This design comes from an exercise in tuning for small area on the open sky130 flow, not from production work.
In this exercise RTL edits were held to simulation tests only and were not proved equivalent to the original.
No driver is modelled on the clock port, so clocking that relies on it looks cheaper here than on a real chip.

## flow/design.v (module list and top-level ports; edited modules follow where they fit)
// module rvdffe_nr: 12 lines
// module rvdffs: 15 lines
// module mul_fa: 4 lines
// module mul_bx: 3 lines
// module mul_bs: 3 lines
// module mul_cn2: 4 lines
// module mul_cp2: 4 lines
// module mul_cn1: 3 lines
// module mul_cp1: 3 lines
// module mul_ha: 4 lines
// module mul33: 4610 lines
// module mul_hsel: 3 lines
// module exu_mul_ctl: 30 lines
// module swerv_mul: 25 lines
module swerv_mul
  (
   input  logic        clk,
   input  logic        rst_l,        
   input  logic        valid,        
   input  logic        rs1_sign,     
   input  logic        rs2_sign,     
   input  logic        low,          
   input  logic [31:0] a,
   input  logic [31:0] b,
   input  logic        freeze,       
   output logic [31:0] out
   );
  // ...
==> flow/flow/run.sh <==
#!/bin/bash
# Standard ORFS layout with three changes: the port buffers are the smallest
# buffer cell, CTS uses clkbuf_8 and no dummy loads, and after CTS the
# resizer's power recovery downsizes cells that have setup slack to spare.
set -euo pipefail
here=$(pwd)
bash standard.sh \
  "BUFFER_PORTS_ARGS=-buffer_cell sky130_fd_sc_hd__buf_1" \
  "CTS_ARGS=-sink_clustering_enable -repair_clock_nets -buf_list sky130_fd_sc_hd__clkbuf_8 -dont_use_dummy_load" \
  "POST_CTS_TCL=$here/flow/post_cts.tcl" \
  finish > standard_flow.log 2>&1
==> flow/flow/post_cts.tcl <==
# Downsize cells on paths with setup slack to spare, then re-legalize.
estimate_parasitics -placement
repair_timing -recover_power 100 -setup_margin 0.1 -verbose
detailed_placement
check_placement -verbose
==> flow/standard.sh <==
#!/bin/bash
# synth_recipe.tcl (not shown) runs the flow's synth.tcl, then flattens the netlist and writes it again
# the make line also repeats each setting of config.mk as NAME=value (left out here)
make -C /OpenROAD-flow-scripts/flow DESIGN_CONFIG=/design/flow/config.mk WORK_HOME=/design/flow/orfs CLKGATE_MAP_FILE= SYNTH_SCRIPT=/design/flow/synth_recipe.tcl "${@:-finish}"
==> flow/config.mk <==
export PLATFORM = sky130hd
export DESIGN_NAME = swerv_mul
export DESIGN_NICKNAME = swerv_mul
export VERILOG_FILES = /design/flow/design.v
export SDC_FILE = /design/flow/constraint.sdc
export NUM_CORES = 4
export LEC_CHECK = 0
export CAP_MARGIN = 20
export CORE_MARGIN = 2
export CORE_UTILIZATION = 70
export PLACE_DENSITY = 0.85
export SLEW_MARGIN = 20
export SYNTH_HIERARCHICAL = 1
export SYNTH_MINIMUM_KEEP_SIZE = 0
==> flow/constraint.sdc <==
create_clock -name core_clock -period 8.0 [get_ports {clk}]
set_input_delay 1.6000 -clock core_clock [delete_from_list [all_inputs] [get_ports {clk}]]
set_output_delay 1.6000 -clock core_clock [all_outputs]
set_load 0.01 [all_outputs]
==> metrics.md, run 1 <==
| Metric | Value |
|---|---|
| Worst setup path endpoint | mul_e1.res_e2_ff.dout[27] |
| Peak fanout along the critical path | 5 |
| Overall die height | 198 um |
| Clk Latency, worst-skew pair | 0.55 ns |
| Multi-input combinational cell area | 22200 um^2 |
| Most used standard cell by instance count after synthesis | sky130_fd_sc_hd__xnor2_1 |
| Time the worst path needs with I/O delays and setup | 7.77 ns |
| RePlAce Congestion | 1.05 |
| Final hold viol count | 0 |
| Tap cell instance count | 511 |
| Slew Limit Headroom | 25.2% |
| Multi-input logic cell count | 2077 |
| Run status | finished clean |
| Top post-synthesis cells by count | sky130_fd_sc_hd__xnor2_1, sky130_fd_sc_hd__o22ai_1, sky130_fd_sc_hd__fa_1, sky130_fd_sc_hd__edfxtp_1, sky130_fd_sc_hd__ha_1 |
| Final Worst Setup Slack | 0.233 ns |
| Share of the synthesized area in compound gates (AO/OA/AOI/OAI) | 16.5% |
| CTS clock-pin slew for the worst setup and hold paths | 0.09 ns |
| Fraction of area in multi-input gates | 77.5% |
| Final net count | 3185 |
| Endpoint required time on the critical path | 8.29 ns |
| Most frequent cell on the critical path | sky130_fd_sc_hd__fa_1 |
| Maximum number of pins on one net before global-route repair | 63 |
| TNS Setup | 0 ns |
| Post-synthesis xor/xnor area fraction | 20.6% |
==> run 2: changes to the inputs <==
--- a/flow/config.mk
+++ b/flow/config.mk
@@ -11,2 +11,3 @@
 export PLACE_DENSITY = 0.85
+export SETUP_SLACK_MARGIN = 0.05
 export SLEW_MARGIN = 20
==> metrics.md, run 2 <==
| Metric | Value |
|---|---|
| Critical Path End Type | register |
| Initial cell density of the core | 70.5% |
| Max Clock Skew | 0.0309 ns |
| Worst hold path cell count | 0 |
| Number of cell instances on the worst register-to-register path | 22 |
| Peak clock frequency supported by timing | 0.130 GHz |
| Final net count | 3189 (+0.13%) |
| CTS tree | yes |
| Remaining antenna violation count after routing | 0 |
| TNS Setup | 0 ns (unchanged) |
| Type of the most critical hold path | register to register |
| Top post-synthesis cells by count | sky130_fd_sc_hd__xnor2_1, sky130_fd_sc_hd__o22ai_1, sky130_fd_sc_hd__fa_1, sky130_fd_sc_hd__edfxtp_1, sky130_fd_sc_hd__ha_1 |
| All-Layer GR Usage | 51.8% |
| Final Slew Violations | 0 |
| Number of flip-flops and latches in the synthesized netlist | 133 |
| End of the worst register-to-register path | mul_e1.res_e2_ff.dout[19] |
| Die area | 39200 um^2 |
| Run status | finished clean |
| Max_cap viols | 0 |
| Die width | 198 um |
| Time the worst path needs with I/O delays and setup | 7.71 ns (-0.0593 ns) |
| Sink count of the clock tree | 133 |
| DR vias | 22500 |
| Biggest area contributors in the synthesized netlist | sky130_fd_sc_hd__fa_1, sky130_fd_sc_hd__xnor2_1, sky130_fd_sc_hd__edfxtp_1, sky130_fd_sc_hd__o22ai_1, sky130_fd_sc_hd__ha_1 |
| DRC violation count after routing | 0 |
| Total gr overflow | 0 |
| Worst Min Path Start | mul_e1.res_e2_ff.dout[19] |
| EDFF count, synth | 131 |
| Routed wire per std cell | 32.6 um |
| Via-to-Cell Ratio | 7.44 |
| Worst Hold Endpoint | mul_e1.res_e3_ff.dout[19] |
| Transition at the pin with the smallest max-transition slack | 1.13 ns |
| Slew Limit Headroom | 24.6% (-0.60 points) |
| Number of search-and-repair iterations in the first detailed-routing pass | 7 |
| Peak fanout along the critical path | 16 (+11) |
| Number of standard cells after synthesis | 2251 |
| Number of port buffers | 102 |
| Critical path launch point type | register |
| CTS clock-pin slew for the worst setup and hold paths | 0.09 ns (about the same) |
| Fraction of the yosys area taken by sequential cells | 15.1% |
| Area growth from synthesis to layout | 8.96% |
| Most used standard cell by instance count after synthesis | sky130_fd_sc_hd__xnor2_1 |
| Global-route wire length before repair | 144000 um |
| Unrepaired setup endpoints after global routing | no |
| DP Wirelength | 75900 um |
| Count of different cell masters after synthesis | 29 |
| Detailed-route wire length | 98500 um |
| 1st-iter DRT viols | 3462 |
| Fillers | 2418 |
| Top FF cell, synth | sky130_fd_sc_hd__edfxtp_1 |
| Share of cells above drive strength 1 | 11.1% |
| Top-level I/O count | 103 |
| Count of final setup violators | 0 |
| Path type of the worst setup path | register to register |
| Reg2Reg Setup Slack | 0.29 ns |
| Data arrival time at the worst-slack endpoint | 7.99 ns |
| Post-synth top area cell | sky130_fd_sc_hd__fa_1 |
| Number of rows in the core area | 71 |
| Endpoint required time on the critical path | 8.29 ns (about the same) |
| Warning count from the yosys run | 9 |
| Leading cell type in the layout, fill and taps excluded | sky130_fd_sc_hd__xnor2_1 |
| Antenna violations before repair | 4 |
| Flip-flop count of the largest register after layout | 67 |
| Top library cells by usage in the layout, fill and taps aside | sky130_fd_sc_hd__xnor2_1, sky130_fd_sc_hd__o22ai_1, sky130_fd_sc_hd__fa_1, sky130_fd_sc_hd__edfxtp_1, sky130_fd_sc_hd__ha_1 |
| Worst R2R Start | mul_e1.op_e1_ff.dout[17] |
| Core area | 37400 um^2 |
| RePlAce Congestion | 1.05 (unchanged) |
| Share of flip-flops with an asynchronous set or reset | 1.50% |
| Yosys top cell area share | 36.7% |
| Hold slack final | 0.412 ns |
| Period utilisation layout | 96.4% |
| Via count of the first global-routing pass | 23000 |
| Clk Latency, worst-skew pair | 0.54 ns (about the same) |
| Final hold viol count | 0 (unchanged) |
| Synth Area per Inst | 11.7 um^2 |
| Top Registers | mul_e1.op_e1_ff.dout x67, mul_e1.res_e2_ff.dout x32, mul_e1.res_e3_ff.dout x32 |
| Maximum number of pins on one net before global-route repair | 63 (unchanged) |
| Overall die height | 198 um (unchanged) |
| Netlist area before placement | 26400 um^2 |
| Top register by number of flip-flops | mul_e1.op_e1_ff.dout |
-- run 2: cell families (layout without fill, tap and decap cells) --
kind of cell | after synthesis | count (layout) | synth area share (%)
DFF | 133 | 133 | 15.1
xor gates and xnor gates | 621 | 621 | 20.6
buffers and inverters | 54 | 298 | 0.769
muxes | 34 | 34 | 1.94
AOI/OAI and AO/OA | 664 | 664 | 16.5
adders and majority gates | 608 | 608 | 42.6
and+or+nand+nor | 135 | 135 | 2.35
other | 2 | 18 | 0.0285
-- run 2: cell type report --
| cell class | count | area (um^2) | area share [%] |
|---|---|---|---|
| Multi-Input combinational cell | 2077 | 22200 | 77.4 |
| Sequential cell | 133 | 3980 | 13.9 |
| Timing Repair Buffer | 230 | 1420 | 4.93 |
| Tap cell | 511 | 639 | 2.23 |
| Clock buffer | 17 | 234 | 0.815 |
| Inverter | 51 | 195 | 0.680 |
| Antenna cell | 3 | 7.51 | 0.0261 |
-- run 2: Yosys stat by module (local to each module, per instance), excerpt --
module	area [um^2]	flops+latches
mul_cp2	12.5	0
mul_fa	20.0	0
mul_cn1	8.76	0
exu_mul_ctl	35.0	0
mul_ha	12.5	0
mul_cp1	5.00	0
mul_hsel	15.0	0
-- run 2: critical path, stage by stage (launching register included) --
cell                       delay (ns)
sky130_fd_sc_hd__edfxtp_1        0.43
sky130_fd_sc_hd__buf_4           0.23
sky130_fd_sc_hd__ha_1            0.31
sky130_fd_sc_hd__inv_1           0.49
sky130_fd_sc_hd__buf_4           0.27
sky130_fd_sc_hd__buf_4           0.26
sky130_fd_sc_hd__o22ai_1         0.14
sky130_fd_sc_hd__fa_1            0.50
sky130_fd_sc_hd__fa_1            0.51
sky130_fd_sc_hd__fa_1            0.44
sky130_fd_sc_hd__fa_1            0.42
sky130_fd_sc_hd__fa_1            0.49
sky130_fd_sc_hd__fa_1            0.54
sky130_fd_sc_hd__ha_1            0.41
sky130_fd_sc_hd__nand2_1         0.12
sky130_fd_sc_hd__nor2_1          0.24
sky130_fd_sc_hd__nand2_1         0.12
sky130_fd_sc_hd__o21ai_1         0.39
sky130_fd_sc_hd__a21oi_2         0.18
sky130_fd_sc_hd__o21ai_1         0.40
sky130_fd_sc_hd__a21oi_2         0.12
sky130_fd_sc_hd__xnor2_1         0.16
sky130_fd_sc_hd__mux2_4          0.27
-- run 2: how the worst max path moves through the flow --
stage	startpoint	endpoint	slack, ns
floorplan	mul_e1.op_e1_ff.dout[3]	mul_e1.res_e2_ff.dout[31]	0.1
global placement	mul_e1.op_e1_ff.dout[3]	mul_e1.res_e2_ff.dout[27]	0.60
detailed placement	mul_e1.op_e1_ff.dout[3]	mul_e1.res_e2_ff.dout[27]	0.49
global route	mul_e1.op_e1_ff.dout[5]	mul_e1.res_e2_ff.dout[27]	0.15
finish	mul_e1.op_e1_ff.dout[17]	mul_e1.res_e2_ff.dout[19]	0.29
-- run 2: metal layers --
layer  global-route usage (%)  vias to the layer above  wire [um]
met5                     2.94                        -         65
met4                     28.9                        2       6860
met3                     28.4                      560      18200
met2                     71.6                     2144      40000
met1                     63.9                    11000      33400
li1                         -                     8809          -
-- run 2: per-stage QoR --
| stage | cells | setup WS (ns) | utilization (%) | cell area, um^2 |
|---|---|---|---|---|
| 2_1_floorplan | 2264 | 0.0981 | - | 26500 |
| 3_3_place_gp | 2997 | 0.600 | 76.1 | 28500 |
| 3_5_place_dp | 2997 | 0.488 | 76.1 | 28500 |
| 5_1_grt | 3020 | 0.151 | 76.8 | 28700 |
| 6_report | 3022 | 0.292 | 76.8 | 28700 |

## static timing again, ports no longer ideal
How much do the figures lean on ideal ports? The routed layouts below were timed once more, with nothing changed but the port constraints.
Step 1, drivers: a clkbuf_16 drives clk and a buf_2 each remaining input, both assumed.
Step 2 times the ports against the registers' clock, not the clock port: input delays grow and output delays shrink by t, the midpoint of the rising clock arrivals with the driver on.
Slacks: no drivers / after step 1 / after step 2; pairs: no drivers / after step 1.
run	shift t [ns]	setup slack, ns	worst register clock-pin slew, ns	cell pins on the clock port's net
run 1	0.583	0.233 / 0.233 / 0.233	0.09 / 0.09	1
run 2	0.581	0.292 / 0.292 / 0.292	0.09 / 0.09	1
After both steps every run listed still meets setup and hold.
